Background: an optimization exercise with open tools, aiming at small area. Do not read the settings as production practice. Where RTL was checked, it was by simulation tests only, not by an equivalence proof against the original. Only the layout flow was run in runs 4 and 5; the RTL was not checked for function there. Power and IR drop assume default switching activity.

$ cat design/flow/run.sh
#!/bin/bash
# synth_recipe.tcl (not shown) runs the flow's synth.tcl, then flattens the netlist and writes it again
# the make line also repeats each setting of config.mk as NAME=value (left out here)
make -C /OpenROAD-flow-scripts/flow DESIGN_CONFIG=/design/flow/config.mk WORK_HOME=/design/flow/orfs CLKGATE_MAP_FILE= SYNTH_SCRIPT=/design/flow/synth_recipe.tcl finish
$ cat design/flow/config.mk
export PLATFORM = sky130hd
export DESIGN_NAME = crypto_dimension
export DESIGN_NICKNAME = crypto_dimension
export VERILOG_FILES = /design/flow/design.v
export SDC_FILE = /design/flow/constraint.sdc
export NUM_CORES = 8
export LEC_CHECK = 0
export ABC_AREA = 1
export CAP_MARGIN = 20
export CORE_MARGIN = 2
export CORE_UTILIZATION = 40
export CTS_BUF_LIST = sky130_fd_sc_hd__clkbuf_8
export CTS_CLUSTER_DIAMETER = 50
export CTS_CLUSTER_SIZE = 20
export SLEW_MARGIN = 20
$ cat design/flow/constraint.sdc
create_clock -name core_clock -period 250.0 [get_ports {clk}]
set_input_delay 50.0000 -clock core_clock [delete_from_list [all_inputs] [get_ports {clk}]]
set_output_delay 50.0000 -clock core_clock [all_outputs]
set_load 0.01 [all_outputs]
$ cat design/flow/design.v
module debouncer(
    input clk,
    input rst,
    input btnIn,
    output wire btnOut,
    output wire btnNext      
);
    reg [2:0] cnt;
    reg btnO;
    assign btnOut = btnO;
    assign btnNext = ~btnIn & (cnt == 3'd7);
    always @(posedge clk) begin
        if (~rst) begin
            cnt <= 0;
            btnO <= 1'b0;
        end else begin
            btnO <= btnNext;
            if (btnIn)
                cnt <= (cnt == 3'd7) ? cnt : cnt + 3'd1;
            else
                cnt <= 0;
        end
    end
endmodule
module debouncer_long(
    input clk,
    input rst,
    input btnIn,
    output wire btnOut,
    output wire btnOutLong
);
    reg [4:0] cnt;
    reg btnO;
    reg btnL;
    assign btnOut = btnO;
    assign btnOutLong = btnL;
    always @(posedge clk) begin
        if (~rst) begin
            cnt <= 0;
            btnO <= 1'b0;
            btnL <= 1'b0;
        end else begin
            btnO <= ~btnIn & (cnt >= 5'd7);
            btnL <= ~btnIn & (cnt == 5'd21);
            if (btnIn)
                cnt <= (cnt == 5'd21) ? cnt : cnt + 5'd1;
            else
                cnt <= 0;
        end
    end
endmodule
module sonic(
    input clk,
    input rst,
    input ech,
    output trg,
    output [10:0] dist_cm,
    output [3:0] dist_m,
    output [5:0] dist_ft,
    output [8:0] dist_in
);
    wire [10:0] next_cm;
    wire [3:0] next_m;
    wire [5:0] next_ft;
    wire [8:0] next_in;
    reg [10:0] period_cnt;
    reg counting;
    reg [5:0] rem;       
    reg [10:0] quo;      
    reg [2:0] r5;        
    reg [4:0] t20;       
    reg [2:0] t6;        
    reg [3:0] qm;        
    reg [5:0] qf;        
    reg [8:0] qi;        
    reg [10:0] g_cm;
    reg [3:0] g_m;
    reg [5:0] g_ft;
    reg [8:0] g_in;
    assign trg = (period_cnt != 0) && (period_cnt[10:4] == 0) && (period_cnt[3:0] <= 4'd10);
    assign dist_cm = g_cm;
    assign dist_m = g_m;
    assign dist_ft = g_ft;
    assign dist_in = g_in;
    assign next_cm = counting ? g_cm : quo;
    assign next_m = counting ? g_m : qm;
    assign next_ft = counting ? g_ft : qf;
    assign next_in = counting ? g_in : qi;
    always @(posedge clk) begin
        g_cm <= next_cm;
        g_m <= next_m;
        g_ft <= next_ft;
        g_in <= next_in;
    end
    always @(posedge clk) begin
        if (~rst) begin
            period_cnt <= 0;
            counting <= 1'b0;
            quo <= 0;
            qm <= 0;
            qf <= 0;
            qi <= 0;
        end else begin
            period_cnt <= (period_cnt == 11'd1999) ? 11'd0 : period_cnt + 11'd1;
            if (ech) begin
                counting <= 1'b1;
                if (~counting) begin
                    rem <= 6'd1;
                    quo <= 0;
                    r5 <= 0;
                    t20 <= 0;
                    t6 <= 0;
                    qm <= 0;
                    qf <= 0;
                    qi <= 0;
                end else if (rem == 6'd57) begin
                    rem <= 0;
                    quo <= quo + 11'd1;
                    r5 <= (r5 == 3'd4) ? 3'd0 : r5 + 3'd1;
                    if (r5 == 3'd2 || r5 == 3'd4)
                        qi <= qi + 9'd1;
                    if (r5 == 3'd4) begin
                        t20 <= (t20 == 5'd19) ? 5'd0 : t20 + 5'd1;
                        if (t20 == 5'd19)
                            qm <= qm + 4'd1;
                        t6 <= (t6 == 3'd5) ? 3'd0 : t6 + 3'd1;
                        if (t6 == 3'd5)
                            qf <= qf + 6'd1;
                    end
                end else begin
                    rem <= rem + 6'd1;
                end
            end else begin
                counting <= 1'b0;
            end
        end
    end
endmodule
module seg_dis(
    input [2:0] offset,
    input [1:0] data_left,
    input [1:0] data_type,
    input [18:0] value_to_display,
    output [7:0] segment,
    output [7:0] anode
);
    function [3:0] add3;
        input [3:0] x;
        begin
            case (x)
                4'd5: add3 = 4'd8;
                4'd6: add3 = 4'd9;
                4'd7: add3 = 4'd10;
                4'd8: add3 = 4'd11;
                4'd9: add3 = 4'd12;
                default: add3 = x;
            endcase
        end
    endfunction
    reg [23:0] bcd;
    reg [3:0] what_number;
    reg [2:0] equal_position;
    reg [3:0] digit;
    reg [7:0] seg_val;
    integer i, j;
    assign anode = ~(8'd1 << offset);
    assign segment = seg_val;
    always @(*) begin
        bcd = 0;
        for (i = 18; i >= 0; i = i - 1) begin
            for (j = 0; j < 6; j = j + 1)
                bcd[4*j +: 4] = add3(bcd[4*j +: 4]);
            bcd = {bcd[22:0], value_to_display[i]};
        end
        if (bcd[23:20] != 0)      equal_position = 6;
        else if (bcd[19:16] != 0) equal_position = 5;
        else if (bcd[15:12] != 0) equal_position = 4;
        else if (bcd[11:8] != 0)  equal_position = 3;
        else if (bcd[7:4] != 0)   equal_position = 2;
        else                      equal_position = 1;
        case (offset)
            3'd0: digit = bcd[3:0];
            3'd1: digit = bcd[7:4];
            3'd2: digit = bcd[11:8];
            3'd3: digit = bcd[15:12];
            3'd4: digit = bcd[19:16];
            default: digit = bcd[23:20];
        endcase
        if (data_left == 0) begin
            if (offset > equal_position) begin
                if (offset - 3'd1 == equal_position) begin
                    if (data_type == 0)
                        what_number = 11;
                    else if (data_type == 1)
                        what_number = 12;
                    else
                        what_number = 13;
                end else begin
                    what_number = 15;
                end
            end else if (offset == equal_position) begin
                what_number = 10;
            end else begin
                what_number = digit;
            end
        end else begin
            what_number = 14;
        end
    end
    always @(*) begin
        case (what_number)
            4'b0000: seg_val = 8'b11000000;  
            4'b0001: seg_val = 8'b11111001;  
            4'b0010: seg_val = 8'b10100100;  
            4'b0011: seg_val = 8'b10110000;  
            4'b0100: seg_val = 8'b10011001;  
            4'b0101: seg_val = 8'b10010010;  
            4'b0110: seg_val = 8'b10000010;  
            4'b0111: seg_val = 8'b11111000;  
            4'b1000: seg_val = 8'b10000000;  
            4'b1001: seg_val = 8'b10010000;  
            4'b1010: seg_val = 8'b10110111;  
            4'b1011: seg_val = 8'b11000111;  
            4'b1100: seg_val = 8'b10001000;  
            4'b1101: seg_val = 8'b11000001;  
            4'b1110: seg_val = 8'b10111111;  
            default: seg_val = 8'b11111111;  
        endcase
    end
endmodule
module crypto_dimension(
    input clk,
    input btns,
    input btnr,
    input btnd,
    input btnl,
    input btnu,
    input rst,
    input echo,
    input [15:0] sw,
    output led16_b,
    output led16_g,
    output led16_r,
    output led17_b,
    output led17_g,
    output led17_r,
    output trig,
    output [15:0] Led,
    output wire [7:0] seg,
    output wire [7:0] an
);
    wire [10:0] good_data;
    wire [3:0] dist_m;
    wire [5:0] dist_ft;
    wire [8:0] dist_in;
    wire s, r, d, l, u, d_long;
    wire r_next, l_next;
    reg rst_seen;
    reg [2:0] offset;
    reg [1:0] dat;
    reg [15:0] pw;
    reg auth;
    reg [15:0] enc_mask;
    reg [1:0] units;
    reg [1:0] dimension;
    reg [1:0] measurements_left;
    reg [1:0] dimension_id;
    reg [10:0] dim0, dim1, dim2;
    reg [1:0] l16;       
    reg l17_blue;        
    reg [6:0] storage_id;
    reg storage_full;
    reg [6:0] current;
    reg orig_valid;
    reg [18:0] orig_data;
    reg [18:0] sec_data;
    reg [18:0] first_data;
    reg [18:0] prev_data;
    reg prev_fetch;
    reg [18:0] hist_val;
    reg [1899:0] ring;
    reg [6:0] rot;
    reg pend_a;          
    reg pend_b;          
    reg [6:0] pend_slot;     
    reg [18:0] mul_lo;
    assign Led = sw & {16{auth}};
    assign led16_b = l16[1];
    assign led16_g = l16[0];
    assign led16_r = 1'b0;
    assign led17_b = (|l16) & l17_blue;
    assign led17_g = (|l16) & ~l17_blue;
    assign led17_r = 1'b0;
    function [18:0] mul19x11;
        input [18:0] x;
        input [10:0] y;
        reg [18:0] s, cy, pp, t;
        reg cc;
        integer i, j;
        begin
            s = x & {19{y[0]}};
            cy = 0;
            for (i = 1; i < 11; i = i + 1) begin
                pp = (x << i) & {19{y[i]}};
                t = s ^ cy ^ pp;
                cy = ((s & cy) | (s & pp) | (cy & pp)) << 1;
                s = t;
            end
            cc = 1'b0;
            for (j = 0; j < 19; j = j + 1) begin
                mul19x11[j] = s[j] ^ cy[j] ^ cc;
                cc = (s[j] & cy[j]) | (s[j] & cc) | (cy[j] & cc);
            end
        end
    endfunction
    function [6:0] add_mod100;
        input [6:0] a;
        input [6:0] b;
        reg [7:0] sum;
        reg cc;
        integer j;
        begin
            cc = 1'b0;
            for (j = 0; j < 7; j = j + 1) begin
                sum[j] = a[j] ^ b[j] ^ cc;
                cc = (a[j] & b[j]) | (a[j] & cc) | (b[j] & cc);
            end
            sum[7] = cc;
            add_mod100 = (sum >= 8'd100) ? sum - 8'd100 : sum[6:0];
        end
    endfunction
    function [6:0] up_target;
        input [6:0] c;
        input [6:0] size;
        begin
            if (c == 7'd0 || c == 7'd127)
                up_target = size - 7'd1;
            else
                up_target = c - 7'd1;
        end
    endfunction
    reg rl, unlock, set_pw, auth_n, uu, ss, commit;
    reg [15:0] orig_lo;
    reg [6:0] sid_m1, size, c1, c2, cur_n, sid_inc, sid_n, size_n, x_n, newest_n, second_n;
    reg full_n;
    reg [1:0] id_a, id_b;
    reg [10:0] fac, d0n, d1n, d2n, mc;
    reg [1:0] ml_la, id_la;
    reg [10:0] ma_la, mb_la, mul_y;
    reg [18:0] mul_x, mul_out;
    reg [18:0] prod, hist_n, prev_n, sel_val;
    reg prev_fetch_n;
    reg [6:0] add_a, slot;
    reg [18:0] tap;
    reg [6:0] slot_a, wslot;
    reg wr_a, wr_b, wr;
    reg [18:0] wdata;
    integer k;
    always @(*) begin
        rl = (r | l) & auth & rst;
        orig_lo = orig_valid ? orig_data[15:0] : 16'd0;
        set_pw = d_long & auth;
        unlock = d & ~auth & (pw == sw);
        auth_n = d ? unlock : auth;
        uu = u & auth_n & rst;
        ss = s & auth_n & rst;
        sid_m1 = storage_id - 7'd1;
        size = storage_full ? 7'd100 : storage_id;
        c1 = rl ? sid_m1 : current;
        c2 = uu ? up_target(c1, size) : c1;
        case (units)
            2'd0: fac = {7'd0, dist_m};
            2'd1: fac = good_data;
            2'd2: fac = {5'd0, dist_ft};
            default: fac = {2'd0, dist_in};
        endcase
        id_a = rl ? 2'd0 : dimension_id;
        d0n = (ss && id_a == 2'd0) ? fac : dim0;
        d1n = (ss && id_a == 2'd1) ? fac : dim1;
        d2n = (ss && id_a == 2'd2) ? fac : dim2;
        id_b = id_a + 2'd1;
        commit = ss && (id_b >= measurements_left);
        ml_la = dimension + 2'd1;
        id_la = (rl || ((r_next | l_next) && auth_n)) ? 2'd0 : dimension_id;
        if (ml_la == 2'd1)
            ma_la = (id_la == 2'd0) ? 11'd1 : dim0;
        else
            ma_la = (id_la == 2'd0) ? dim1 : dim0;
        if (ml_la == 2'd1)
            mb_la = 11'd1;
        else if (ml_la == 2'd2)
            mb_la = (id_la == 2'd2) ? dim1 : 11'd1;
        else
            mb_la = (id_la == 2'd2) ? dim1 : dim2;
        mc = (id_a < measurements_left || measurements_left == 2'd0) ? fac : 11'd1;
        mul_x = s ? mul_lo : {8'd0, ma_la};
        mul_y = s ? mc : mb_la;
        mul_out = mul19x11(mul_x, mul_y);
        prod = mul_out;
        sid_inc = (storage_id == 7'd99) ? 7'd0 : storage_id + 7'd1;
        sid_n = commit ? sid_inc : storage_id;
        full_n = storage_full | (commit && storage_id == 7'd99);
        size_n = full_n ? 7'd100 : sid_n;
        cur_n = ss ? ((sid_n != 7'd0) ? sid_n - 7'd1 : 7'd0) : c2;
        if (storage_id >= 7'd2 || (storage_id == 7'd1 && storage_full))
            sel_val = sec_data;
        else if (storage_id == 7'd1 || storage_full)
            sel_val = orig_data;
        else
            sel_val = 19'd0;
        if (ss)
            hist_n = (sid_n == 7'd0) ? first_data : (commit ? prod : orig_data);
        else if (uu && rl)
            hist_n = sel_val;
        else if (uu)
            hist_n = prev_data;
        else if (rl)
            hist_n = (storage_id == 7'd0) ? 19'd0 : orig_data;
        else
            hist_n = hist_val;
        x_n = up_target(cur_n, size_n);
        newest_n = (sid_n == 7'd0) ? 7'd99 : sid_n - 7'd1;
        second_n = (newest_n == 7'd0) ? 7'd99 : newest_n - 7'd1;
        add_a = commit ? sid_inc : x_n;
        slot = add_mod100(add_a, rot);
        tap = 19'd0;
        for (k = 0; k < 13; k = k + 1)
            if (slot[6:3] == k)
                tap = ring[152*k +: 19];
        prev_fetch_n = 1'b0;
        if (ss) begin
            if (commit)
                prev_n = (sid_n >= 7'd2 || (sid_n == 7'd1 && full_n)) ? orig_data : prod;
            else
                prev_n = sel_val;
        end else if (rl && !uu) begin
            prev_n = sel_val;
        end else if (uu || prev_fetch) begin
            if (x_n == 7'd127)
                prev_n = 19'd0;
            else if (x_n == newest_n)
                prev_n = orig_data;
            else if (x_n == second_n)
                prev_n = sec_data;
            else if (slot[2:0] == 3'd0)
                prev_n = tap;
            else begin
                prev_n = prev_data;
                prev_fetch_n = 1'b1;
            end
        end else begin
            prev_n = prev_data;
        end
        slot_a = (pend_slot >= 7'd99) ? 7'd0 : pend_slot + 7'd1;
        wr_a = pend_a && (slot_a[3:0] == 4'd0);
        wr_b = pend_b && (pend_slot[3:0] == 4'd0);
        wr = wr_a | wr_b;
        wslot = wr_a ? slot_a : pend_slot;
        wdata = wr_a ? orig_data : sec_data;
    end
    genvar p;
    generate
        for (p = 0; p < 100; p = p + 1) begin : ring_slot
            if (p % 16 == 0) begin : ins
                always @(posedge clk)
                    ring[19*p +: 19] <= (wr && wslot[6:4] == p / 16) ? wdata
                                                                     : ring[19*((p + 99) % 100) +: 19];
            end else begin : sh
                always @(posedge clk)
                    ring[19*p +: 19] <= ring[19*(p - 1) +: 19];
            end
        end
    endgenerate
    always @(posedge clk) begin
        rot <= (rot >= 7'd99) ? 7'd0 : rot + 7'd1;
        mul_lo <= mul_out;
        prev_data <= prev_n;
        pend_slot <= commit ? slot : slot_a;
        if (~rst) begin
            pend_a <= 1'b0;
            pend_b <= 1'b0;
        end else if (commit) begin
            pend_a <= 1'b1;
            pend_b <= pend_a & ~wr_a;
        end else begin
            pend_a <= pend_a & ~wr_a;
            pend_b <= pend_b & ~wr_b;
        end
    end
    always @(posedge clk) begin
        if (rst) begin
            measurements_left <= dimension + 2'd1;
            if (commit) begin
                orig_data <= prod;
                sec_data <= orig_data;
                if (storage_id == 7'd0)
                    first_data <= prod;
            end
        end
    end
    always @(posedge clk) begin
        if (~rst) begin
            rst_seen <= 1'b1;
            offset <= 3'd7;
            dat <= 0;
            pw <= 0;
            auth <= 1'b0;
            enc_mask <= 0;
            units <= 0;
            dimension <= 0;
            dimension_id <= 0;
            dim0 <= 0;
            dim1 <= 0;
            dim2 <= 0;
            l16 <= 0;
            storage_id <= 0;
            storage_full <= 1'b0;
            current <= 7'd127;
            orig_valid <= 1'b0;
            prev_fetch <= 1'b1;
            hist_val <= 0;
        end else begin
            rst_seen <= 1'b0;
            offset <= rst_seen ? 3'd7 : offset + 3'd1;
            if (units[1] ? (l16 == 2'b10) : (l16 == 2'b01)) begin
                l16 <= 2'b00;
            end else begin
                l16 <= units[1] ? 2'b10 : 2'b01;
                l17_blue <= units[1] ^ units[0];
            end
            if (r && auth)
                units <= sw[1:0];
            if (l && auth)
                dimension <= dimension + 2'd1;
            if (set_pw)
                pw <= sw;
            auth <= auth_n;
            if (rst_seen)
                enc_mask <= 16'd5000;
            else if (d)
                enc_mask <= unlock ? 16'd0 : {5'd0, good_data} ^ orig_lo;
            if (ss) begin
                dim0 <= d0n;
                dim1 <= d1n;
                dim2 <= d2n;
                dat <= measurements_left - id_b;
                dimension_id <= commit ? 2'd0 : id_b;
            end else begin
                dimension_id <= id_a;
            end
            if (commit) begin
                orig_valid <= 1'b1;
                storage_id <= sid_n;
                storage_full <= full_n;
            end
            current <= cur_n;
            hist_val <= hist_n;
            prev_fetch <= prev_fetch_n;
        end
    end
    debouncer dbs(clk, rst, btns, s, );
    debouncer dbr(clk, rst, btnr, r, r_next);
    debouncer dbl(clk, rst, btnl, l, l_next);
    debouncer dbu(clk, rst, btnu, u, );
    debouncer_long dbd(clk, rst, btnd, d, d_long);
    sonic MEASUREMENT(clk, rst, echo, trig, good_data, dist_m, dist_ft, dist_in);
    seg_dis DISP_SEG(offset, dat, dimension, hist_val ^ {3'd0, enc_mask}, seg, an);
endmodule
==> results of run 1 <==
-- cell type report --
| cell class | count | area [sq um] |
|---|---|---|
| multi-input combinational | 3171 | 17970 |
| antenna | 5 | 12.51 |
| inverter | 604 | 2267 |
| clock inverter | 73 | 763.2 |
| timing repair buffer | 113 | 1033 |
| clock buffer | 163 | 2243 |
| fill | 15560 | 93470 |
| sequential | 2242 | 46140 |
| tap | 2204 | 2758 |
-- kinds of logic after synthesis --
logic type	after synthesis	synth area share [%]
compound gates	941	8.140
xor+xnor	90	1.189
fa+ha+maj	212	5.322
buf+inv	762	4.295
flops	2242	68.96
other cells	2	0.01122
simple gates	1925	12.08
-- cell usage after synthesis, drive strengths merged (11+ instances only) --
| library cell | count |
|---|---|
| dfxtp | 2116 |
| nand2 | 1134 |
| inv | 594 |
| o21ai | 456 |
| nor2 | 368 |
| nand3 | 263 |
| a21oi | 262 |
| clkbuf | 149 |
| edfxtp | 126 |
| fa | 121 |
| ha | 91 |
| nand4 | 69 |
| xor2 | 55 |
| nor3 | 49 |
| a31oi | 46 |
| a221oi | 37 |
| xnor2 | 35 |
| o211ai | 24 |
| o22ai | 20 |
| or2 | 19 |
| a211oi | 11 |
| o2111ai | 11 |
-- metal layers --
| metal | GRT usage (%) | up-vias | routed length (um) | share of wire [%] |
|---|---|---|---|---|
| met1 | 22.82 | 19070 | 66800 | 49 |
| met4 | 5.009 | 0 | 3337 | 2.4 |
| li1 | - | 20090 | - | - |
| met5 | 0 | - | 0 | 0 |
| met3 | 3.414 | 222 | 7447 | 5.4 |
| met2 | 24.90 | 836 | 59650 | 43 |
-- through the flow --
stage                     util, %  area (sq um)
after floorplan                 -         66920
after global placement      42.07         70110
after detailed placement    42.07         70120
after CTS                   43.88         73130
after global routing        43.91         73190
final                       43.92         73190
-- worst max-delay path, delay by kind of cell --
family | cells | cell delay (ns)
simple gates | 1 | 0.07
buf+inv | 3 | 1.14
-- sequential cells by signal, summed over array words and instances (netlist names), 16 cells and up --
register and flops:
orig_data 19, mul_lo 19, first_data 19, pw 16
prev_data 19, hist_val 19, sec_data 19, enc_mask 16
ring 1900
-- power groups by stage --
stage	Combinational (uW)	Sequential (uW)	Clock, uW
4_1_cts	66.1	364	189
2_1_floorplan	46.7	372	0
5_1_grt	75.3	364	202
3_5_place_dp	65.9	372	0
6_report	66.5	364	183
3_3_place_gp	64.0	372	0
-- final timing paths --
check	from	endpoint	slack, ns	cells past startpoint
setup reg to reg	auth	prev_data[4]	235.06	64
hold / removal	ring[1149]	ring[1168]	0.31	0
hold reg to reg	ring[1149]	ring[1168]	0.31	0
setup / recovery	sw[5]	Led[5]	148.80	4
==> results.sh, run 1 <==
export IMPL_drt_pass1_iter_count=5
export IMPL_area_delta_synth_final_pct=9.385
export IMPL_mostFrequentLayoutCell="dfxtp_1"
export IMPL_arrival_ns=51.21
export IMPL_core_sq_um=166700
export IMPL_clock_latency_ns=0.94
export IMPL_place_inst=8332
export IMPL_period_minus_slack_ns=101.21
export IMPL_grt_usage_pct=16.20
export IMPL_cp_start_kind="input pin"
export IMPL_grt_pass1_vias=39840
export IMPL_ir_drop_mv=0.007676
export IMPL_yosysTopAreaCell="dfxtp_1"
export IMPL_tritoncts="yes"
export IMPL_detail_route_antenna_nets=0
export IMPL_grt_pass1_wl_um=217600
export IMPL_worst_slack_ns=148.80
export IMPL_clk_path_buf_depth=3
export IMPL_rsz0062_at_grt="false"
export IMPL_synth_top_area_share_pct=63.31
export IMPL_crit_path_max_incr_delay_ns=0.53
export IMPL_ys_types=73
export IMPL_final_cell_mix="dfxtp_1 (2116), nand2_1 (1098), inv_1 (587)"
export IMPL_cp_end_kind="primary output"
export IMPL_seq_power_share_pct=59.3
export IMPL_async_reset_ff_share_pct=0
export IMPL_grt_max_degree=73
export IMPL_synth_seq_cells=2242
export IMPL_fmax_mhz=9.881
export IMPL_switching_share_pct=25.56
export IMPL_cts_root_buf="clkbuf_8"
export IMPL_cp_cell_sequence="clkdlybuf4s50_1, nand2_1, inv_1, clkdlybuf4s50_1"
export IMPL_die_area_sq_um=170600
export IMPL_post_drt_wl_per_cell_um=16.00
export IMPL_post_cts_resized=0
export IMPL_cp_slowest_cell="clkdlybuf4s50_1"
export IMPL_drt_wl_total_um=137200
export IMPL_finalSetupViolCount=0
export IMPL_synth_edf_count=126
export IMPL_hold_violations=0
export IMPL_yosysWarnings=5
export IMPL_fin_skew_ns=0.05038
export IMPL_antenna_found_initial=9
export IMPL_clk_pin_slew_ns=0.11
export IMPL_initial_core_util_pct=40.15
export IMPL_worst_slew_pin_slew_ns=1.184
export IMPL_synthFlopType="dfxtp_1"
export IMPL_pwr_share_comb_pct=10.8
export IMPL_crit_type="input pin to primary output"
export IMPL_drive_gt1_share_pct=6.582
export IMPL_place_congestion=0.8481
export IMPL_hold_class="flip-flop to flip-flop"
export IMPL_dp_slack_ns=148.79
export IMPL_critPathRequiredTime_ns=200.00
export IMPL_io_pins=63
export IMPL_final_cells=8575
export IMPL_clockPowerShare_pct=29.8
export IMPL_relSlewSlack_pct=20.55
export IMPL_die_width_um=413
export IMPL_dieHeight_um=413
export IMPL_whs_ns=0.3065
export IMPL_syn_avg_cell_area_sq_um=10.84
export IMPL_postCtsSetupBuffers=0
export IMPL_hold_buffers=0
export IMPL_dr_total_vias=40220
export IMPL_dp_hpwl_um=89990
export IMPL_ys_seq_area_share_pct=68.96
export IMPL_slew_viol_final=0
export IMPL_tns_ns=0
export IMPL_rows=150
export IMPL_p_sw_uw=156.8
export IMPL_period_share_pct=40.48
export IMPL_p_per_area_nw_per_um2=8.379
export IMPL_cts_buffers=157
export IMPL_finalPower_uw=613.3
export IMPL_port_buffers=59
export IMPL_path_max_fanout=4
export IMPL_power_internal_uw=456.5
export IMPL_htree_levels=4
export IMPL_final_nets=6525
export IMPL_gr_total_overflow=0
export IMPL_drc=0
export IMPL_netlist_area_sq_um=66910
export IMPL_drv_cap=0
export IMPL_clkSinkCount=2242
export IMPL_avgViaCountPerCell=4.691
export IMPL_status="complete, no violations"
export IMPL_p_leak_uw=0.02955
export IMPL_netlist_instances=6174
export IMPL_cpMostUsedCell="clkdlybuf4s50_1"
export IMPL_synth_area_top_cells="dfxtp_1 (63%), nand2_1 (6.2%), edfxtp_1 (5.7%), fa_1 (3.6%), inv_1 (3.2%)"
export IMPL_drtIter0Drc=2981
==> run 2: changes to the inputs <==
==> design/flow/flow/run.sh (new file) <==
#!/bin/bash
# Own layout flow:
#  1. the standard synthesis (standard.sh synth), unchanged;
#  2. its combinational logic mapped again for area with Yosys and ABC
#     (remap.tcl, remap.abc); every register and tie cell stays as it is;
#  3. the standard layout from floorplan to finish on that netlist, with
#     the clock tree built without dummy loads (CTS_ARGS).
# Each tool's output goes to a log file of its own in the work folder.
set -euo pipefail
WORK=$(pwd)
RES=$WORK/orfs/results/$FLOW_PLATFORM/crypto_dimension/base
PLAT=$FLOW_HOME/platforms/$FLOW_PLATFORM

bash standard.sh synth > 1_synth_standard.log 2>&1
cp "$RES/1_2_yosys.v" "$WORK/1_2_yosys_standard.v"

export REMAP_LIB=$PLAT/lib/sky130_fd_sc_hd__tt_025C_1v80.lib
export REMAP_IN=$WORK/1_2_yosys_standard.v
export REMAP_TOP=$FLOW_TOP
export REMAP_ABC=$WORK/flow/remap.abc
export REMAP_OUT=$RES/1_2_yosys.v
export REMAP_DONT_USE="$(sed -n '/DONT_USE_CELLS += /,/^$/p' "$PLAT/config.mk" | tr -d '\\' | sed 's/export DONT_USE_CELLS += //' | tr '\n' ' ')"
yosys -c flow/remap.tcl > 1_remap.log 2>&1
rm -f "$RES/1_synth.odb" "$RES/1_synth.sdc"

export CTS_ARGS="-sink_clustering_enable -repair_clock_nets -sink_clustering_size 20 -sink_clustering_max_diameter 50 -buf_list sky130_fd_sc_hd__clkbuf_8 -dont_use_dummy_load"
bash standard.sh > 2_layout.log 2>&1
==> design/flow/flow/remap.abc (new file) <==
strash
&get -n
&fraig -x
&put
dch -f
amap
mfs2
strash
dch -f
amap
topo
==> design/flow/flow/remap.tcl (new file) <==
# Re-map the combinational logic of the standard synthesis netlist for area.
# Every register and tie cell is kept as it is (same instance, name and cell).
yosys -import
set lib $::env(REMAP_LIB)
read_liberty -ignore_miss_func $lib
read_verilog -noblackbox $::env(REMAP_IN)
hierarchy -top $::env(REMAP_TOP)
# the sequential and tie cells stay as they are
blackbox =sky130_fd_sc_hd__*df* =sky130_fd_sc_hd__*dl* =sky130_fd_sc_hd__conb_*
setattr -set keep 1 t:sky130_fd_sc_hd__*df* t:sky130_fd_sc_hd__*dl* t:sky130_fd_sc_hd__conb_*
flatten
opt_clean -purge
opt_expr
opt_clean -purge
set du {}
foreach c $::env(REMAP_DONT_USE) { lappend du -dont_use $c }
abc -liberty $lib {*}$du -script $::env(REMAP_ABC)
opt_clean -purge
splitnets
opt_clean -purge
hilomap -singleton -hicell sky130_fd_sc_hd__conb_1 HI -locell sky130_fd_sc_hd__conb_1 LO
insbuf -buf sky130_fd_sc_hd__buf_4 A X
opt_clean -purge
select -module $::env(REMAP_TOP)
stat -liberty $lib
write_verilog -noattr -nohex -nodec -selected $::env(REMAP_OUT)
==> design/flow/standard.sh (new file) <==
#!/bin/bash
# synth_recipe.tcl (not shown) runs the flow's synth.tcl, then flattens the netlist and writes it again
# the make line also repeats each setting of config.mk as NAME=value (left out here)
make -C /OpenROAD-flow-scripts/flow DESIGN_CONFIG=/design/flow/config.mk WORK_HOME=/design/flow/orfs CLKGATE_MAP_FILE= SYNTH_SCRIPT=/design/flow/synth_recipe.tcl "${@:-finish}"
--- a/design/flow/config.mk
+++ b/design/flow/config.mk
@@ -9,7 +9,4 @@
 export CAP_MARGIN = 20
 export CORE_MARGIN = 2
 export CORE_UTILIZATION = 40
-export CTS_BUF_LIST = sky130_fd_sc_hd__clkbuf_8
-export CTS_CLUSTER_DIAMETER = 50
-export CTS_CLUSTER_SIZE = 20
 export SLEW_MARGIN = 20
removed: design/flow/run.sh
==> run 2 against run 1 <==
Effect of this change: power down 9.4%; via count about the same; register-to-register slack worse by 1.4 ns; critical path depth unchanged; sequential share of layout area grew 3.6 points; non-clock buffer count rose by 38; flip-flop and latch count is the same; clock power shrank 15%; cell count fell by 7.5%; still clean on timing, DRC and antenna; die area fell by 5.5%; combinational power down 45%.
==> results.sh, run 2 <==
export IMPL_period_minus_slack_ns=101.30
export IMPL_port_buffers=59
export IMPL_regToRegStartpoint="pw[0]"
export IMPL_arrival_ns=51.30
export IMPL_clk_path_buf_depth=3
export IMPL_cp_start_kind="input pin"
export IMPL_crit_type="input pin to primary output"
export IMPL_clk_pin_slew_ns=0.10
export IMPL_drv_cap=0
export IMPL_post_drt_wl_per_cell_um=18.06
export IMPL_rows=145
export IMPL_io_pins=63
export IMPL_post_cts_resized=0
export IMPL_fmax_mhz=9.872
export IMPL_place_congestion=0.8526
export IMPL_gr_total_overflow=0
export IMPL_final_nets=5900
export IMPL_worst_slew_pin_slew_ns=1.141
export IMPL_cts_root_buf="clkbuf_8"
export IMPL_avgViaCountPerCell=5.072
export IMPL_status="complete, no violations"
export IMPL_critPathRequiredTime_ns=200.00
export IMPL_worst_slack_ns=148.70
export IMPL_detail_route_antenna_nets=0
export IMPL_htree_levels=4
export IMPL_die_width_um=401.5
export IMPL_hold_violations=0
export IMPL_dp_hpwl_um=96460
export IMPL_postCtsSetupBuffers=0
export IMPL_min_to="ring[110]"
export IMPL_drtIter0Drc=3200
export IMPL_slew_viol_final=0
export IMPL_area_delta_synth_final_pct=9.543
export IMPL_drive_gt1_share_pct=4.614
export IMPL_r2r_slack_ns=233.63
export IMPL_timing_rr_end="prev_data[5]"
export IMPL_drc=0
export IMPL_path_max_fanout=4
export IMPL_cts_buffers=152
export IMPL_hold_start="ring[91]"
export IMPL_fin_skew_ns=0.1100
export IMPL_finalSetupViolCount=0
export IMPL_p_leak_uw=0.02538
export IMPL_cp_end_kind="primary output"
export IMPL_yosysWarnings=5
export IMPL_hold_class="flip-flop to flip-flop"
export IMPL_drt_wl_total_um=143300
export IMPL_rsz0062_at_grt="false"
export IMPL_relSlewSlack_pct=23.14
export IMPL_syn_avg_cell_area_sq_um=11.34
export IMPL_grt_pass1_vias=37320
export IMPL_grt_max_degree=56
export IMPL_antenna_found_initial=4
export IMPL_clkSinkCount=2242
export IMPL_largest_reg_flops=1900
export IMPL_tritoncts="yes"
export IMPL_dieHeight_um=401.5
export IMPL_final_cell_mix="dfxtp_1 (2116), nor2_1 (935), o21ai_0 (389)"
export IMPL_tns_ns=0
export IMPL_core_sq_um=156600
export IMPL_mostFrequentLayoutCell="dfxtp_1"
export IMPL_place_inst=7778
export IMPL_grt_pass1_wl_um=218700
export IMPL_grt_usage_pct=17.46
export IMPL_drt_pass1_iter_count=8
export IMPL_ir_drop_mv=0.005665
export IMPL_whs_path_depth=0
export IMPL_hold_buffers=0
export IMPL_initial_core_util_pct=40.36
export IMPL_period_share_pct=40.52
export IMPL_die_area_sq_um=161200
export IMPL_reg2reg_depth=63
export IMPL_final_cells=7936
export IMPL_p_per_area_nw_per_um2=8.027
export IMPL_netlist_area_sq_um=63190
export IMPL_dr_total_vias=40250
export IMPL_largest_register="ring"
export IMPL_netlist_instances=5573
export IMPL_clock_latency_ns=0.90
export IMPL_dp_slack_ns=148.68
==> run 2: where the power goes <==
group | total [uW] | switching [uW] | internal (uW)
clock | 156 | 101 | 54.6
combinational | 36.3 | 21.5 | 14.9
sequential | 364 | 1.36 | 362
total | 556 | 124 | 432
==> run 2: how the worst max path moves through the flow <==
stage	from	to	slack [ns]	depth (start not counted)
after global routing	sw[13]	Led[13]	148.64	4
after detailed placement	sw[10]	Led[10]	148.68	4
after floorplan	sw[0]	Led[0]	149.73	2
after CTS	sw[10]	Led[10]	148.67	4
final	sw[10]	Led[10]	148.70	4
after global placement	sw[13]	Led[13]	148.71	4
==> run 2: routing by layer <==
layer  global-route usage [%]  wire, um
met5                        0         0
met1                    25.17     69330
met3                    3.111      8532
met4                    5.051      3415
met2                    26.73     62040
==> run 2: cell type report <==
class	instances	area (sq um)
inverter	358	1344
tap	2058	2575
antenna	4	10.01
clock buffer	152	2092
multi-input combinational	2971	15780
fill	14370	87340
sequential	2242	46140
timing repair buffer	151	1276
==> run 2: critical path: stages <==
cell,delay [ns]
clkdlybuf4s50_1,0.46
clkinv_1,0.13
nor2_1,0.14
clkdlybuf4s50_1,0.57
==> run 2: per-stage QoR <==
step	instance area [sq um]	power, uW	hold slack [ns]	utilization (%)
5_1_grt	69220	578.8	0.2603	44.21
2_1_floorplan	63200	395.8	0.3096	-
3_5_place_dp	67110	407.9	0.3121	42.86
4_1_cts	69200	560.6	0.2634	44.20
6_report	69230	555.6	0.2656	44.21
3_3_place_gp	67100	406.8	0.3097	42.86
==> run 3: changes to the inputs <==
--- a/design/flow/flow/run.sh
+++ b/design/flow/flow/run.sh
@@ -23,5 +23,7 @@
 yosys -c flow/remap.tcl > 1_remap.log 2>&1
 rm -f "$RES/1_synth.odb" "$RES/1_synth.sdc"
 
+# delay cells are no use here: setup slack is large and hold is met with buffers
+export DONT_USE_CELLS="sky130_fd_sc_hd__clkdlybuf4s15_1 sky130_fd_sc_hd__clkdlybuf4s15_2 sky130_fd_sc_hd__clkdlybuf4s18_1 sky130_fd_sc_hd__clkdlybuf4s18_2 sky130_fd_sc_hd__clkdlybuf4s25_1 sky130_fd_sc_hd__clkdlybuf4s25_2 sky130_fd_sc_hd__clkdlybuf4s50_1 sky130_fd_sc_hd__clkdlybuf4s50_2"
 export CTS_ARGS="-sink_clustering_enable -repair_clock_nets -sink_clustering_size 20 -sink_clustering_max_diameter 50 -buf_list sky130_fd_sc_hd__clkbuf_8 -dont_use_dummy_load"
 bash standard.sh > 2_layout.log 2>&1
==> design/flow/flow/remap.abc (replaced) <==
strash
&get -n
&deepsyn -T 300
&put
dch -f
amap
mfs2
strash
dch -f
amap
topo
--- a/design/flow/config.mk
+++ b/design/flow/config.mk
@@ -6,7 +6,7 @@
 export NUM_CORES = 8
 export LEC_CHECK = 0
 export ABC_AREA = 1
-export CAP_MARGIN = 20
+export CAP_MARGIN = 0
 export CORE_MARGIN = 2
 export CORE_UTILIZATION = 40
-export SLEW_MARGIN = 20
+export SLEW_MARGIN = 0
==> run 3 against run 2 <==
Effect of this change: sequential share of layout area rose by 1.5 points; highest routed layer unchanged; utilization decreased by 0.19 points; synthesized cell count decreased by 5.6%; combinational power rose by 100%; routed wire length decreased by 1.3%; cell count down 4.3%; critical endpoint is now Led[1].
==> results.sh, run 3 <==
export IMPL_status="complete, no violations"
export IMPL_clkSinkCount=2242
export IMPL_drtIter0Drc=3027
export IMPL_clk_path_buf_depth=3
export IMPL_drc=0
export IMPL_cp_start_kind="input pin"
export IMPL_tns_ns=0
export IMPL_initial_core_util_pct=40.18
export IMPL_path_max_fanout=3
export IMPL_area_delta_synth_final_pct=9.554
export IMPL_drt_pass1_iter_count=6
export IMPL_cpMostUsedCell="clkdlybuf4s50_1"
export IMPL_core_sq_um=153900
export IMPL_hold_buffers=0
export IMPL_worst_slew_pin_slew_ns=1.301
export IMPL_cp_end_kind="primary output"
export IMPL_syn_avg_cell_area_sq_um=11.75
export IMPL_final_nets=5571
export IMPL_place_congestion=0.9077
export IMPL_fin_skew_ns=0.1161
export IMPL_rsz0062_at_grt="false"
export IMPL_dr_total_vias=38450
export IMPL_die_area_sq_um=157700
export IMPL_crit_type="input pin to primary output"
export IMPL_period_share_pct=40.53
export IMPL_arrival_ns=51.33
export IMPL_dieHeight_um=397.2
export IMPL_grt_pass1_wl_um=212600
export IMPL_gr_total_overflow=0
export IMPL_crit_path_max_incr_delay_ns=0.58
export IMPL_hold_class="flip-flop to flip-flop"
export IMPL_tritoncts="yes"
export IMPL_cp_cell_sequence="clkdlybuf4s50_1, clkinv_1, nor2_1, clkdlybuf4s50_1"
export IMPL_grt_usage_pct=17.61
export IMPL_relSlewSlack_pct=13.28
export IMPL_netlist_instances=5261
export IMPL_cts_root_buf="clkbuf_8"
export IMPL_grt_pass1_vias=35410
export IMPL_avgViaCountPerCell=5.064
export IMPL_slew_viol_final=0
export IMPL_fmax_mhz=9.869
export IMPL_post_drt_wl_per_cell_um=18.63
export IMPL_port_buffers=59
export IMPL_pwr_share_comb_pct=12.5
export IMPL_ir_drop_mv=0.01441
export IMPL_mostFrequentLayoutCell="dfxtp_1"
export IMPL_whs_ns=0.2689
export IMPL_p_sw_uw=146.4
export IMPL_drv_cap=0
export IMPL_htree_levels=4
export IMPL_die_width_um=397.2
export IMPL_largest_register="ring"
export IMPL_period_minus_slack_ns=101.33
export IMPL_critPathRequiredTime_ns=200.00
export IMPL_seq_area_sq_um=46140
export IMPL_cts_buffers=150
export IMPL_placed_area_sq_um=65660
export IMPL_drt_wl_total_um=141500
export IMPL_detail_route_antenna_nets=0
export IMPL_netlist_area_sq_um=61830
export IMPL_worst_path_buf_inv=3
export IMPL_final_cell_mix="dfxtp_1 (2116), nor2_1 (694), clkinv_1 (419)"
export IMPL_hold_violations=0
export IMPL_rows=144
export IMPL_finalSetupViolCount=0
export IMPL_crit_family="buffers and inverters"
export IMPL_clock_latency_ns=0.91
export IMPL_seq_power_share_pct=61.4
export IMPL_switching_share_pct=24.75
export IMPL_largest_reg_flops=1900
export IMPL_clk_pin_slew_ns=0.11
export IMPL_io_pins=63
export IMPL_p_per_area_nw_per_um2=8.730
export IMPL_p_leak_uw=0.02472
export IMPL_multi_input_area_sq_um=14220
export IMPL_antenna_found_initial=3
export IMPL_postCtsSetupBuffers=0
export IMPL_post_route_cell_area_sq_um=67740
export IMPL_drive_gt1_share_pct=4.653
export IMPL_yosysWarnings=5
export IMPL_post_cts_resized=0
export IMPL_grt_max_degree=52
export IMPL_power_internal_uw=445.0
export IMPL_fillers=14320
export IMPL_dp_hpwl_um=93330
export IMPL_clockPowerShare_pct=26.1
export IMPL_cp_slowest_cell="clkdlybuf4s50_1"
run 3: cell types whose count changed in the layout (fill, tap and decap cells not counted), sizes merged, moves of 16 or more:
cell    change
o32ai      -25
nor3       +21
o21ai      -98
a21o       +16
o22ai      +74
clkinv     +64
a21oi      -21
nand2      -38
nor2      -244
o21a       -23
run 3: power by group through the flow:
| stage | Sequential [uW] | Combinational [uW] | Clock [uW] |
|---|---|---|---|
| 5_1_grt | 363 | 83.1 | 172 |
| 3_3_place_gp | 371 | 70.7 | 0 |
| 6_report | 363 | 74.0 | 154 |
| 3_5_place_dp | 371 | 72.8 | 0 |
| 4_1_cts | 363 | 73.2 | 160 |
| 2_1_floorplan | 371 | 49.0 | 0 |
run 3: worst reg2reg max path, delay by kind of cell (launching register included):
family,cells,cell delay (ns)
simple gates,29,6.11
flops,1,0.34
compound gates,18,5.37
buf+inv,8,1.85
run 3: cell type report:
class / instances / share of cell area [%]
timing repair buffer: 136 / 1.718
tap: 2044 / 3.776
multi-input combinational: 2596 / 20.99
clock buffer: 150 / 3.048
sequential: 2242 / 68.12
inverter: 421 / 2.333
antenna: 4 / 0.01478
run 3: per-layer routing:
layer,vias up,track usage (%),share of wire [%]
met5,-,0,0
met4,0,5.844,2.7
met3,260,2.826,5.4
met2,1034,26.58,43
met1,18310,25.66,49
li1,18850,-,-
run 3: worst paths after layout:
| kind | from | endpoint | slack (ns) | cells after the start |
|---|---|---|---|---|
| hold / removal | ring[654] | ring[673] | 0.27 | 0 |
| hold reg to reg | ring[654] | ring[673] | 0.27 | 0 |
| setup / recovery | sw[1] | Led[1] | 148.67 | 4 |
| setup reg to reg | pw[11] | prev_data[3] | 235.97 | 55 |
run 3: metrics by stage:
step / utilization [%] / setup WS (ns) / total power, uW / instances
2_1_floorplan: - / 149.75 / 420.0 / 5262
3_3_place_gp: 42.67 / 148.71 / 441.9 / 7439
3_5_place_dp: 42.67 / 148.70 / 444.2 / 7439
4_1_cts: 44.02 / 148.70 / 596.2 / 7589
5_1_grt: 44.02 / 148.63 / 618.6 / 7591
6_report: 44.02 / 148.67 / 591.3 / 7593
==> run 4: changes to the inputs <==
--- a/design/flow/design.v
+++ b/design/flow/design.v
@@ -268,6 +268,8 @@
     reg [10:0] dim0, dim1, dim2;
     reg [1:0] l16;       
     reg l17_blue;        
+    localparam [2:0] SEL_ZERO = 3'd0, SEL_A = 3'd1, SEL_B = 3'd2,
+                     SEL_ORIG = 3'd3, SEL_SEC = 3'd4, SEL_FIRST = 3'd5;
     reg [6:0] storage_id;
     reg storage_full;
     reg [6:0] current;
@@ -275,10 +277,12 @@
     reg [18:0] orig_data;
     reg [18:0] sec_data;
     reg [18:0] first_data;
-    reg [18:0] prev_data;
-    reg prev_fetch;
-    reg [18:0] hist_val;
-    reg [1899:0] ring;
+    reg [18:0] buf_a;
+    reg [18:0] buf_b;
+    reg [2:0] disp_sel;
+    reg [2:0] next_sel;
+    reg next_fetch;      
+    reg [1880:0] ring;   
     reg [6:0] rot;
     reg pend_a;          
     reg pend_b;          
@@ -313,7 +317,7 @@
             end
         end
     endfunction
-    function [6:0] add_mod100;
+    function [6:0] add_mod99;
         input [6:0] a;
         input [6:0] b;
         reg [7:0] sum;
@@ -326,7 +330,7 @@
                 cc = (a[j] & b[j]) | (a[j] & cc) | (b[j] & cc);
             end
             sum[7] = cc;
-            add_mod100 = (sum >= 8'd100) ? sum - 8'd100 : sum[6:0];
+            add_mod99 = (sum >= 8'd99) ? sum - 8'd99 : sum[6:0];
         end
     endfunction
     function [6:0] up_target;
@@ -347,9 +351,9 @@
     reg [10:0] fac, d0n, d1n, d2n, mc;
     reg [1:0] ml_la, id_la;
     reg [10:0] ma_la, mb_la, mul_y;
-    reg [18:0] mul_x, mul_out;
-    reg [18:0] prod, hist_n, prev_n, sel_val;
-    reg prev_fetch_n;
+    reg [18:0] mul_x, mul_out, hist_val;
+    reg [2:0] sel_jump, disp_n, next_n, fetch_to;
+    reg next_fetch_n, load_a, load_b;
     reg [6:0] add_a, slot;
     reg [18:0] tap;
     reg [6:0] slot_a, wslot;
@@ -396,62 +400,80 @@
         mul_x = s ? mul_lo : {8'd0, ma_la};
         mul_y = s ? mc : mb_la;
         mul_out = mul19x11(mul_x, mul_y);
-        prod = mul_out;
         sid_inc = (storage_id == 7'd99) ? 7'd0 : storage_id + 7'd1;
         sid_n = commit ? sid_inc : storage_id;
         full_n = storage_full | (commit && storage_id == 7'd99);
         size_n = full_n ? 7'd100 : sid_n;
         cur_n = ss ? ((sid_n != 7'd0) ? sid_n - 7'd1 : 7'd0) : c2;
         if (storage_id >= 7'd2 || (storage_id == 7'd1 && storage_full))
-            sel_val = sec_data;
+            sel_jump = SEL_SEC;
         else if (storage_id == 7'd1 || storage_full)
-            sel_val = orig_data;
+            sel_jump = SEL_ORIG;
         else
-            sel_val = 19'd0;
+            sel_jump = SEL_ZERO;
         if (ss)
-            hist_n = (sid_n == 7'd0) ? first_data : (commit ? prod : orig_data);
+            disp_n = (sid_n == 7'd0) ? SEL_FIRST : SEL_ORIG;
         else if (uu && rl)
-            hist_n = sel_val;
+            disp_n = sel_jump;
         else if (uu)
-            hist_n = prev_data;
+            disp_n = next_sel;
         else if (rl)
-            hist_n = (storage_id == 7'd0) ? 19'd0 : orig_data;
+            disp_n = (storage_id == 7'd0) ? SEL_ZERO : SEL_ORIG;
         else
-            hist_n = hist_val;
+            disp_n = disp_sel;
         x_n = up_target(cur_n, size_n);
         newest_n = (sid_n == 7'd0) ? 7'd99 : sid_n - 7'd1;
         second_n = (newest_n == 7'd0) ? 7'd99 : newest_n - 7'd1;
-        add_a = commit ? sid_inc : x_n;
-        slot = add_mod100(add_a, rot);
+        if (commit)
+            add_a = (storage_id == 7'd0) ? 7'd2 : (storage_id == 7'd99) ? 7'd1 : storage_id + 7'd1;
+        else
+            add_a = x_n;
+        slot = add_mod99(add_a, rot);
         tap = 19'd0;
         for (k = 0; k < 13; k = k + 1)
             if (slot[6:3] == k)
                 tap = ring[152*k +: 19];
-        prev_fetch_n = 1'b0;
+        fetch_to = (disp_n == SEL_A) ? SEL_B : SEL_A;
+        next_fetch_n = 1'b0;
+        load_a = 1'b0;
+        load_b = 1'b0;
         if (ss) begin
             if (commit)
-                prev_n = (sid_n >= 7'd2 || (sid_n == 7'd1 && full_n)) ? orig_data : prod;
+                next_n = (sid_n >= 7'd2 || (sid_n == 7'd1 && full_n)) ? SEL_SEC : SEL_ORIG;
             else
-                prev_n = sel_val;
+                next_n = sel_jump;
         end else if (rl && !uu) begin
-            prev_n = sel_val;
-        end else if (uu || prev_fetch) begin
+            next_n = sel_jump;
+        end else if (uu || next_fetch) begin
             if (x_n == 7'd127)
-                prev_n = 19'd0;
+                next_n = SEL_ZERO;
             else if (x_n == newest_n)
-                prev_n = orig_data;
+                next_n = SEL_ORIG;
             else if (x_n == second_n)
-                prev_n = sec_data;
-            else if (slot[2:0] == 3'd0)
-                prev_n = tap;
+                next_n = SEL_SEC;
+            else if (x_n == 7'd0)
+                next_n = SEL_FIRST;
             else begin
-                prev_n = prev_data;
-                prev_fetch_n = 1'b1;
+                next_n = fetch_to;
+                if (slot[2:0] == 3'd0) begin
+                    load_a = (fetch_to == SEL_A);
+                    load_b = (fetch_to == SEL_B);
+                end else begin
+                    next_fetch_n = 1'b1;
+                end
             end
         end else begin
-            prev_n = prev_data;
+            next_n = next_sel;
         end
-        slot_a = (pend_slot >= 7'd99) ? 7'd0 : pend_slot + 7'd1;
+        case (disp_sel)
+            SEL_A: hist_val = buf_a;
+            SEL_B: hist_val = buf_b;
+            SEL_ORIG: hist_val = orig_data;
+            SEL_SEC: hist_val = sec_data;
+            SEL_FIRST: hist_val = first_data;
+            default: hist_val = 19'd0;
+        endcase
+        slot_a = (pend_slot >= 7'd98) ? 7'd0 : pend_slot + 7'd1;
         wr_a = pend_a && (slot_a[3:0] == 4'd0);
         wr_b = pend_b && (pend_slot[3:0] == 4'd0);
         wr = wr_a | wr_b;
@@ -460,11 +482,11 @@
     end
     genvar p;
     generate
-        for (p = 0; p < 100; p = p + 1) begin : ring_slot
+        for (p = 0; p < 99; p = p + 1) begin : ring_slot
             if (p % 16 == 0) begin : ins
                 always @(posedge clk)
                     ring[19*p +: 19] <= (wr && wslot[6:4] == p / 16) ? wdata
-                                                                     : ring[19*((p + 99) % 100) +: 19];
+                                                                     : ring[19*((p + 98) % 99) +: 19];
             end else begin : sh
                 always @(posedge clk)
                     ring[19*p +: 19] <= ring[19*(p - 1) +: 19];
@@ -472,29 +494,32 @@
         end
     endgenerate
     always @(posedge clk) begin
-        rot <= (rot >= 7'd99) ? 7'd0 : rot + 7'd1;
+        rot <= (rot >= 7'd98) ? 7'd0 : rot + 7'd1;
         mul_lo <= mul_out;
-        prev_data <= prev_n;
         pend_slot <= commit ? slot : slot_a;
         if (~rst) begin
             pend_a <= 1'b0;
             pend_b <= 1'b0;
         end else if (commit) begin
-            pend_a <= 1'b1;
+            pend_a <= (storage_id != 7'd0);
             pend_b <= pend_a & ~wr_a;
         end else begin
             pend_a <= pend_a & ~wr_a;
             pend_b <= pend_b & ~wr_b;
         end
+        if (load_a)
+            buf_a <= tap;
+        if (load_b)
+            buf_b <= tap;
     end
     always @(posedge clk) begin
         if (rst) begin
             measurements_left <= dimension + 2'd1;
             if (commit) begin
-                orig_data <= prod;
+                orig_data <= mul_out;
                 sec_data <= orig_data;
                 if (storage_id == 7'd0)
-                    first_data <= prod;
+                    first_data <= mul_out;
             end
         end
     end
@@ -517,8 +542,9 @@
             storage_full <= 1'b0;
             current <= 7'd127;
             orig_valid <= 1'b0;
-            prev_fetch <= 1'b1;
-            hist_val <= 0;
+            disp_sel <= SEL_ZERO;
+            next_sel <= SEL_ZERO;
+            next_fetch <= 1'b0;
         end else begin
             rst_seen <= 1'b0;
             offset <= rst_seen ? 3'd7 : offset + 3'd1;
@@ -554,8 +580,9 @@
                 storage_full <= full_n;
             end
             current <= cur_n;
-            hist_val <= hist_n;
-            prev_fetch <= prev_fetch_n;
+            disp_sel <= disp_n;
+            next_sel <= next_n;
+            next_fetch <= next_fetch_n;
         end
     end
     debouncer dbs(clk, rst, btns, s, );
--- a/design/flow/flow/run.sh
+++ b/design/flow/flow/run.sh
@@ -23,7 +23,7 @@
 yosys -c flow/remap.tcl > 1_remap.log 2>&1
 rm -f "$RES/1_synth.odb" "$RES/1_synth.sdc"
 
-# delay cells are no use here: setup slack is large and hold is met with buffers
-export DONT_USE_CELLS="sky130_fd_sc_hd__clkdlybuf4s15_1 sky130_fd_sc_hd__clkdlybuf4s15_2 sky130_fd_sc_hd__clkdlybuf4s18_1 sky130_fd_sc_hd__clkdlybuf4s18_2 sky130_fd_sc_hd__clkdlybuf4s25_1 sky130_fd_sc_hd__clkdlybuf4s25_2 sky130_fd_sc_hd__clkdlybuf4s50_1 sky130_fd_sc_hd__clkdlybuf4s50_2"
+# plain buffers on the ports (the delay cells the default picks are larger)
+export BUFFER_PORTS_ARGS="-buffer_cell sky130_fd_sc_hd__buf_1"
 export CTS_ARGS="-sink_clustering_enable -repair_clock_nets -sink_clustering_size 20 -sink_clustering_max_diameter 50 -buf_list sky130_fd_sc_hd__clkbuf_8 -dont_use_dummy_load"
 bash standard.sh > 2_layout.log 2>&1
--- a/design/flow/config.mk
+++ b/design/flow/config.mk
@@ -8,5 +8,6 @@
 export ABC_AREA = 1
 export CAP_MARGIN = 0
 export CORE_MARGIN = 2
-export CORE_UTILIZATION = 40
+export CORE_UTILIZATION = 60
+export PLACE_DENSITY = 0.72
 export SLEW_MARGIN = 0
==> run 4 against run 3 <==
Effect of this change: cell area is 3.3% lower; worst hold slack worse by 0.0011 ns; maximum frequency is 0.69% higher.
==> results.sh, run 4 <==
export IMPL_status="complete, no violations"
export IMPL_dieHeight_um=322.6
export IMPL_cts_buffers=153
export IMPL_cp_cell_sequence="buf_1, clkinv_1, nor2_1, buf_1"
export IMPL_clkSinkCount=2229
export IMPL_final_nets=5367
export IMPL_placed_area_sq_um=63380
export IMPL_cp_end_kind="primary output"
export IMPL_crit_path_max_incr_delay_ns=0.18
export IMPL_crit_family="buffers and inverters"
export IMPL_arrival_ns=50.64
export IMPL_final_cell_mix="dfxtp_1 (2084), nor2_1 (703), o21ai_0 (342)"
export IMPL_cts_root_buf="clkbuf_8"
export IMPL_relSlewSlack_pct=17.22
export IMPL_largest_register="ring"
export IMPL_r2r_slack_ns=235.58
export IMPL_tritoncts="yes"
export IMPL_hold_violations=0
export IMPL_crit_type="input pin to primary output"
export IMPL_place_inst=6545
export IMPL_regToRegStartpoint="auth"
export IMPL_largest_reg_flops=1881
export IMPL_fillers=7504
export IMPL_drtIter0Drc=3310
export IMPL_dp_slack_ns=149.36
export IMPL_clock_latency_ns=0.86
export IMPL_rows=116
export IMPL_place_congestion=0.9297
export IMPL_whs_path_depth=0
export IMPL_hold_buffers=0
export IMPL_mostFrequentLayoutCell="dfxtp_1"
export IMPL_area_delta_synth_final_pct=7.543
export IMPL_post_cts_resized=0
export IMPL_drc=0
export IMPL_drt_wl_total_um=126100
export IMPL_path_max_fanout=4
export IMPL_cp_slowest_cell="clkinv_1"
export IMPL_cpMostUsedCell="buf_1"
export IMPL_avgViaCountPerCell=5.477
export IMPL_die_area_sq_um=104100
export IMPL_drt_pass1_iter_count=7
export IMPL_rsz0062_at_grt="false"
export IMPL_core_sq_um=100300
export IMPL_htree_levels=4
export IMPL_whs_ns=0.2678
export IMPL_yosysWarnings=5
export IMPL_syn_avg_cell_area_sq_um=12.01
export IMPL_grt_usage_pct=24.13
export IMPL_slew_viol_final=0
export IMPL_timing_rr_end="buf_a[7]"
export IMPL_p_leak_uw=0.02442
export IMPL_grt_pass1_vias=33790
export IMPL_hold_class="flip-flop to flip-flop"
export IMPL_gr_total_overflow=0
export IMPL_port_buffers=59
export IMPL_detail_route_antenna_nets=0
export IMPL_die_width_um=322.6
export IMPL_period_share_pct=40.26
export IMPL_ir_drop_mv=0.006974
export IMPL_cp_depth=4
export IMPL_netlist_area_sq_um=60890
export IMPL_clk_path_buf_depth=3
export IMPL_route_met2_wl_um=54620
export IMPL_crit_path_start="sw[1]"
export IMPL_grt_max_degree=55
export IMPL_reg2reg_depth=69
export IMPL_worst_path_buf_inv=3
export IMPL_postCtsSetupBuffers=0
export IMPL_drive_gt1_share_pct=4.625
export IMPL_p_per_area_nw_per_um2=8.459
export IMPL_finalSetupViolCount=0
export IMPL_worst_slack_ns=149.36
export IMPL_grt_pass1_wl_um=191100
export IMPL_final_cells=6700
export IMPL_tns_ns=0
export IMPL_post_drt_wl_per_cell_um=18.83
export IMPL_dr_total_vias=36700
export IMPL_drv_cap=0
export IMPL_netlist_instances=5070
export IMPL_antenna_found_initial=3
export IMPL_highest_layer="met4"
export IMPL_post_route_cell_area_sq_um=65490
export IMPL_cp_start_kind="input pin"
export IMPL_io_pins=63
export IMPL_fmax_mhz=9.936
export IMPL_wl_met1_um=59050
export IMPL_dp_hpwl_um=81370
export IMPL_worst_slew_pin_slew_ns=1.234
export IMPL_wl_met3_um=8794
export IMPL_period_minus_slack_ns=100.64
export IMPL_critPathRequiredTime_ns=200.00
export IMPL_fin_skew_ns=0.1121
export IMPL_initial_core_util_pct=60.72
export IMPL_worstSetupEndpoint="Led[1]"
export IMPL_clk_pin_slew_ns=0.10
[run 4: cell type report]
type / instances / area, sq um / area share, %
inverter: 265 / 994.7 / 1.519
timing repair buffer: 120 / 680.7 / 1.039
sequential: 2229 / 46070 / 70.36
clock buffer: 153 / 2106 / 3.216
antenna: 2 / 5.005 / 0.007642
multi-input combinational: 2574 / 13930 / 21.27
tap: 1357 / 1698 / 2.593
[run 4: where the power goes]
part / switching, uW / internal, uW
registers: 2.06 / 362
clock network: 98.4 / 54.9
logic: 25.1 / 11.8
[run 4: per-layer routing]
layer	up-vias	track usage, %
li1	18060	-
met1	17260	35.14
met2	1122	36.74
met3	257	4.182
met4	0	7.934
met5	-	0
[run 4: per-stage QoR]
step | total power [uW] | utilization, %
floorplan | 398.0 | -
global placement | 406.6 | 63.19
detailed placement | 407.8 | 63.19
CTS | 557.4 | 65.29
global route | 575.5 | 65.29
finish | 554.0 | 65.30
[run 4: worst min-delay path by stage]
stage | start | to | slack (ns)
2_1_floorplan | ring[981] | ring[1000] | 0.31
3_3_place_gp | ring[222] | ring[241] | 0.31
3_5_place_dp | ring[1244] | ring[1263] | 0.31
4_1_cts | ring[852] | ring[871] | 0.27
5_1_grt | ring[852] | ring[871] | 0.27
6_report | ring[852] | ring[871] | 0.27
[run 4: worst register-to-register path, delay by kind of cell (launching register included)]
kind	cells	cell delay [ns]
flip-flops	1	0.36
AND/OR/NAND/NOR	33	6.16
buffers and inverters	11	1.94
AO/OA/AOI/OAI	25	5.73
==> run 5: changes to the inputs <==
--- a/design/flow/config.mk
+++ b/design/flow/config.mk
@@ -8,6 +8,5 @@
 export ABC_AREA = 1
 export CAP_MARGIN = 0
 export CORE_MARGIN = 2
-export CORE_UTILIZATION = 60
-export PLACE_DENSITY = 0.72
+export CORE_UTILIZATION = 40
 export SLEW_MARGIN = 0
==> run 5 against run 4 <==
Effect of this change: routed wire length rose by 5.2%; critical endpoint is now Led[13]; cell count rose by 10%; clock power barely moved.
==> results.sh, run 5 <==
export IMPL_regToRegStartpoint="auth"
export IMPL_place_congestion=0.8816
export IMPL_drv_cap=0
export IMPL_slew_viol_final=0
export IMPL_hold_violations=0
export IMPL_relSlewSlack_pct=15.91
export IMPL_syn_avg_cell_area_sq_um=12.01
export IMPL_largest_register="ring"
export IMPL_area_delta_synth_final_pct=9.055
export IMPL_cp_depth=4
export IMPL_crit_type="input pin to primary output"
export IMPL_rows=143
export IMPL_whs_ns=0.2576
export IMPL_dp_hpwl_um=83780
export IMPL_grt_pass1_wl_um=200400
export IMPL_gr_total_overflow=0
export IMPL_post_route_cell_area_sq_um=66410
export IMPL_reg2reg_depth=71
export IMPL_period_share_pct=40.24
export IMPL_post_drt_wl_per_cell_um=17.98
export IMPL_grt_max_degree=60
export IMPL_drtIter0Drc=2915
export IMPL_hold_buffers=0
export IMPL_p_per_area_nw_per_um2=8.383
export IMPL_status="complete, no violations"
export IMPL_clock_latency_ns=0.87
export IMPL_fin_skew_ns=0.09578
export IMPL_io_pins=63
export IMPL_yosysWarnings=5
export IMPL_dp_slack_ns=149.41
export IMPL_port_buffers=59
export IMPL_cp_slowest_cell="clkinv_1"
export IMPL_clkSinkCount=2229
export IMPL_grt_usage_pct=16.75
export IMPL_timing_rr_end="buf_a[2]"
export IMPL_placed_area_sq_um=64260
export IMPL_worst_slack_ns=149.41
export IMPL_rsz0062_at_grt="false"
export IMPL_cp_end_kind="primary output"
export IMPL_drc=0
export IMPL_r2r_slack_ns=233.43
export IMPL_final_nets=5375
export IMPL_hold_class="flip-flop to flip-flop"
export IMPL_post_cts_resized=0
export IMPL_worstSetupEndpoint="Led[13]"
export IMPL_crit_path_start="sw[13]"
export IMPL_drt_pass1_iter_count=7
export IMPL_tns_ns=0
export IMPL_dieHeight_um=394.2
export IMPL_die_area_sq_um=155400
export IMPL_finalSetupViolCount=0
export IMPL_cpMostUsedCell="buf_1"
export IMPL_drt_wl_total_um=132700
export IMPL_worst_path_buf_inv=3
export IMPL_postCtsSetupBuffers=0
export IMPL_drive_gt1_share_pct=4.786
export IMPL_path_max_fanout=4
export IMPL_final_cell_mix="dfxtp_1 (2084), nor2_1 (704), o21ai_0 (342)"
export IMPL_netlist_instances=5070
export IMPL_ir_drop_mv=0.005277
export IMPL_cts_root_buf="clkbuf_8"
export IMPL_clk_path_buf_depth=3
export IMPL_detail_route_antenna_nets=0
export IMPL_cp_start_kind="input pin"
export IMPL_fmax_mhz=9.941
export IMPL_initial_core_util_pct=40.18
export IMPL_core_sq_um=151500
export IMPL_avgViaCountPerCell=4.944
export IMPL_tritoncts="yes"
export IMPL_clk_pin_slew_ns=0.10
export IMPL_arrival_ns=50.59
export IMPL_crit_path_max_incr_delay_ns=0.21
export IMPL_cts_buffers=156
export IMPL_crit_family="buffers and inverters"
export IMPL_antenna_found_initial=4
export IMPL_p_leak_uw=0.02448
export IMPL_worst_slew_pin_slew_ns=1.261
export IMPL_largest_reg_flops=1881
export IMPL_grt_pass1_vias=33960
export IMPL_cp_cell_sequence="buf_1, clkinv_1, nor2_1, buf_1"
export IMPL_dr_total_vias=36490
export IMPL_die_width_um=394.2
export IMPL_netlist_area_sq_um=60890
export IMPL_critPathRequiredTime_ns=200.00
export IMPL_period_minus_slack_ns=100.59
export IMPL_htree_levels=4
export IMPL_mostFrequentLayoutCell="dfxtp_1"
run 5: worst min path at each step:
stage	cells past startpoint	slack (ns)	start	end
after floorplan	0	0.31	ring[981]	ring[1000]
after global placement	0	0.31	ring[571]	ring[590]
after detailed placement	0	0.31	ring[1574]	ring[1593]
after CTS	0	0.26	ring[1560]	ring[1579]
after global routing	0	0.25	ring[1287]	ring[1306]
final	0	0.26	ring[1287]	ring[1306]
run 5: layout make-up:
class	count	area, sq um
antenna	2	5.005
clock buffer	156	2147
fill	13970	85140
inverter	265	994.7
multi-input combinational	2574	13930
sequential	2229	46070
tap	2030	2540
timing repair buffer	125	718.2
run 5: metal layers:
metal  track usage (%)  part of all wire (%)  vias to the layer above
li1                  -                     -                    18070
met1             24.68                    49                    17270
met2             25.06                    42                      943
met3             2.774                   5.8                      208
met4             5.268                   2.5                        0
met5                 0                     0                        -
run 5: stage by stage:
step,std cells,utilization (%),total power (uW)
after global placement,7223,42.40,407.4
final,7381,43.82,556.7
after floorplan,5071,-,398.0
after detailed placement,7223,42.40,408.1
after global routing,7380,43.82,580.3
after CTS,7379,43.82,562.4
run 5: power breakdown:
part	switching [uW]	leakage (uW)	internal, uW	total (uW)
Sequential	2.01	0.0183	362	364
Clock	100	0.00112	56.0	156
Combinational	24.9	0.00510	11.8	36.7

==> separate check: timing with driven ports <==
The results above use ideal ports. As a check the final layouts listed here were re-extracted and re-timed, cells and wires unchanged. Step 1 assumes that a clkbuf_16 drives the clock port and a buf_2 every other input. Step 2 adds t to the input delays and takes it off the output delays; t is the mean of the earliest and latest rising clock arrival at the registers after step 1. Input paths then give back, and output paths get back, about the clock's delay inside the block. a / b / c = ideal / step 1 / step 2; a / b = the first two.
run | t, ns | setup WS [ns] | worst setup path after step 2
run 1 | 0.987 | 148.795 / 148.764 / 148.764 | input to output
run 2 | 0.923 | 148.701 / 148.675 / 148.675 | input to output
run 3 | 0.920 | 148.670 / 148.632 / 148.632 | input to output
run 4 | 0.871 | 149.361 / 149.335 / 149.335 | input to output
run 5 | 0.901 | 149.411 / 149.358 / 149.358 | input to output
After both steps setup and hold are still met in every run listed. The setup slack of run 5, which loses most, moves by -0.053 ns with the drivers and by -0.053 ns with both steps.
